What follows belongs to an exercise in optimizing a design on an open flow for small area; a production flow would make more cautious choices.
In this exercise RTL edits were held to simulation tests only and were not proved equivalent to the original.
The clock port is modelled as an ideal driver; clocking choices that lean on that would not hold on a real chip.
Power is estimated from default activity; no workload was simulated.

==> exp/harbor <==
## top
module top #(
    parameter   input_clk_freq  = 100_000_000,
    parameter   output_clk_freq = 40_000,
    parameter   setup_time      = 10,
    parameter   pulse_duration  = 10
)(
    input   clk,
    input   rst_n,
    output  SRCLK,
    output  RCLK,
    output  SER
);
==> flow/config.mk <==
export PLATFORM = sky130hd
export DESIGN_NAME = top
export DESIGN_NICKNAME = top
export VERILOG_FILES = /design/flow/design.v
export SDC_FILE = /design/flow/constraint.sdc
export NUM_CORES = 4
export LEC_CHECK = 0
export CAP_MARGIN = 20
export CORE_MARGIN = 2
export CORE_UTILIZATION = 40
export SLEW_MARGIN = 20
export SYNTH_HIERARCHICAL = 1
==> flow/constraint.sdc <==
create_clock -name core_clock -period 10.0 [get_ports {clk}]
set_input_delay 2.0000 -clock core_clock [delete_from_list [all_inputs] [get_ports {clk}]]
set_output_delay 2.0000 -clock core_clock [all_outputs]
set_load 0.01 [all_outputs]
standard.sh (not shown) runs the stock make flow with config.mk's settings and CLKGATE_MAP_FILE= SYNTH_SCRIPT=/design/flow/synth_recipe.tcl, a recipe that flattens the netlist after the stock synthesis.
==> flow/flow/run.sh <==
#!/bin/bash
# Standard synthesis, then every combinational cell at its smallest drive
# strength, then the standard layout from floorplan to finish.
set -euo pipefail
R=orfs/results/$FLOW_PLATFORM/top/base
LIB=$FLOW_HOME/platforms/$FLOW_PLATFORM/lib/sky130_fd_sc_hd__tt_025C_1v80.lib
bash standard.sh synth > synth.log 2>&1
python3 flow/downsize.py $R/1_2_yosys.v $LIB > downsize.log 2>&1
rm -f $R/1_synth.odb $R/1_synth.sdc
bash standard.sh > layout.log 2>&1
==> flow/flow/downsize.py <==
#!/usr/bin/env python3
"""Give every combinational cell in the synthesized netlist the smallest drive
strength of its function (the flow's repair steps upsize again where needed).
Registers, tie cells and buffers keep the cell the standard synthesis chose."""
import re, sys

net, lib = sys.argv[1], sys.argv[2]
dont = set(sys.argv[3].split()) if len(sys.argv) > 3 else set()
text = open(lib).read()
area = {}
for m in re.finditer(r'cell \("(sky130_fd_sc_hd__\w+)"\)\s*\{(.*?)\barea\s*:\s*([\d.]+)', text, re.S):
    area[m.group(1)] = float(m.group(3))
best = {}
for c, a in area.items():
    if c in dont:
        continue
    base = c.rsplit('_', 1)[0]
    if base not in best or a < area[best[base]] or (a == area[best[base]] and c < best[base]):
        best[base] = c
keep = ('dfxtp', 'dfrtp', 'dfstp', 'conb', 'buf', 'clkbuf', 'dlygate', 'dlymetal')
src = open(net).read()
count = {}
def sub(m):
    c = m.group(1)
    base = c.rsplit('_', 1)[0]
    short = base[len('sky130_fd_sc_hd__'):]
    if short.startswith(keep) or base not in best or best[base] == c:
        return m.group(0)
    count[c + ' -> ' + best[base]] = count.get(c + ' -> ' + best[base], 0) + 1
    return best[base] + m.group(2)
src = re.sub(r'\b(sky130_fd_sc_hd__\w+?)(\s+[\\\w])', sub, src)
open(net, 'w').write(src)
for k, v in sorted(count.items()):
    print(v, k)
==> exp/maple: changes against exp/harbor <==
==> flow/flow/run.sh (replaced) <==
#!/bin/bash
# Standard synthesis, then every combinational cell at its smallest drive
# strength, then the standard layout from floorplan to finish, with the ports
# buffered by buf_1, a clock tree without dummy loads and its root buffer
# (which drives only the buffers below it) at clkbuf_2.
set -euo pipefail
R=orfs/results/$FLOW_PLATFORM/top/base
LIB=$FLOW_HOME/platforms/$FLOW_PLATFORM/lib/sky130_fd_sc_hd__tt_025C_1v80.lib
bash standard.sh synth > synth.log 2>&1
python3 flow/downsize.py $R/1_2_yosys.v $LIB > downsize.log 2>&1
rm -f $R/1_synth.odb $R/1_synth.sdc
export BUFFER_PORTS_ARGS="-buffer_cell sky130_fd_sc_hd__buf_1"
export CTS_ARGS="-sink_clustering_enable -repair_clock_nets -dont_use_dummy_load"
bash standard.sh cts > layout_cts.log 2>&1
CTS_ODB=$R/4_cts.odb openroad -no_init -exit flow/rootbuf.tcl > rootbuf.log 2>&1
bash standard.sh > layout.log 2>&1
==> flow/flow/rootbuf.tcl (new file) <==
# The clock tree's root buffer only drives the few buffers below it: give it
# the smallest clock buffer that does, and legalize the placement again.
read_db $::env(CTS_ODB)
set block [ord::get_db_block]
set small [[ord::get_db] findMaster sky130_fd_sc_hd__clkbuf_2]
set clk [$block findNet clk]
foreach it [$clk getITerms] {
  set inst [$it getInst]
  set m [[$inst getMaster] getName]
  if {[regexp {clkbuf} $m] && [$it isInputSignal]} {
    set out [[$inst findITerm X] getNet]
    set fanout [llength [$out getITerms]]
    set leafs 1
    foreach o [$out getITerms] {
      if {[$o isInputSignal] && ![regexp {clkbuf} [[[$o getInst] getMaster] getName]]} { set leafs 0 }
    }
    puts "root [$inst getName] $m fanout [expr $fanout - 1] only_buffers $leafs"
    if {$leafs && $fanout <= 5} {
      $inst swapMaster $small
      puts "swapped to sky130_fd_sc_hd__clkbuf_2"
    }
  }
}
detailed_placement
check_placement -verbose
write_db $::env(CTS_ODB)
==> comparison table <==
|  | exp/maple | exp/harbor |
|---|---|---|
| Run status | timing/DRC/antenna clean | timing/DRC/antenna clean |
| Detailed router's first-iteration violation count | 288 | 353 |
| Area added between synthesis and finish | 6.01% | 9.42% |
| Met2 WL | 2680 µm | 2630 µm |
| Dpl hpwl | 4910 µm | 4880 µm |
| Post-Place Worst Slack | 4.21 ns | 3.93 ns |
| Net load switching power | 34.0 µW | 36.5 µW |
| Relative max-transition margin | 49.5% | 51.9% |
| Biggest cell delay along the critical path | 0.43 ns | 0.48 ns |
| Clock insertion delay at the later pin of the skew report | 0.28 ns | 0.27 ns |
| Met3 routed WL | 387 µm | 344 µm |
| Fraction of area in registers | 24.2% | 23.4% |
| Met2 demand-to-capacity share in global routing | 37.9% | 38.0% |
| Utilization after layout | 44.7% | 46.1% |
| Post-route non-filler standard cell count | 391 | 392 |
| Routed metal-1 wire length | 2870 µm | 2890 µm |
| Number of global-route vias before repair | 2121 | 2089 |
| Leakage Power | 0.000881 µW | 0.000908 µW |
| First-pass GRT wire length | 10200 µm | 10200 µm |
| Area after detailed placement | 1950 µm² | 1980 µm² |
| Post-route cell area | 1990 µm² | 2050 µm² |
| Comb. pwr | 4.33 µW | 4.70 µW |
| Share of total power consumed by net switching | 22.2% | 19.3% |
| Post-Route Hold Slack | 0.451 ns | 0.456 ns |
| Combinational power share | 2.8% | 2.5% |

static timing again, ports no longer ideal:
The results above use ideal ports. As a check the final layouts listed here were re-extracted and re-timed, cells and wires unchanged.
Step 1, drivers: a clkbuf_16 drives clk and a buf_2 each remaining input, both assumed.
Step 2 times the ports against the registers' clock, not the clock port: input delays grow and output delays shrink by t, the midpoint of the rising clock arrivals with the driver on.
Three values: ideal ports, drivers, drivers and shift; two values: the first two.
| run | t, ns | slack for setup (ns) | worst hold slack (ns) |
|---|---|---|---|
| exp/harbor | 0.292 | 3.513 / 3.486 / 3.778 | 0.456 / 0.456 / 0.456 |
| exp/maple | 0.301 | 3.759 / 3.734 / 4.036 | 0.451 / 0.451 / 0.451 |
After both steps setup and hold are still met in every run listed.
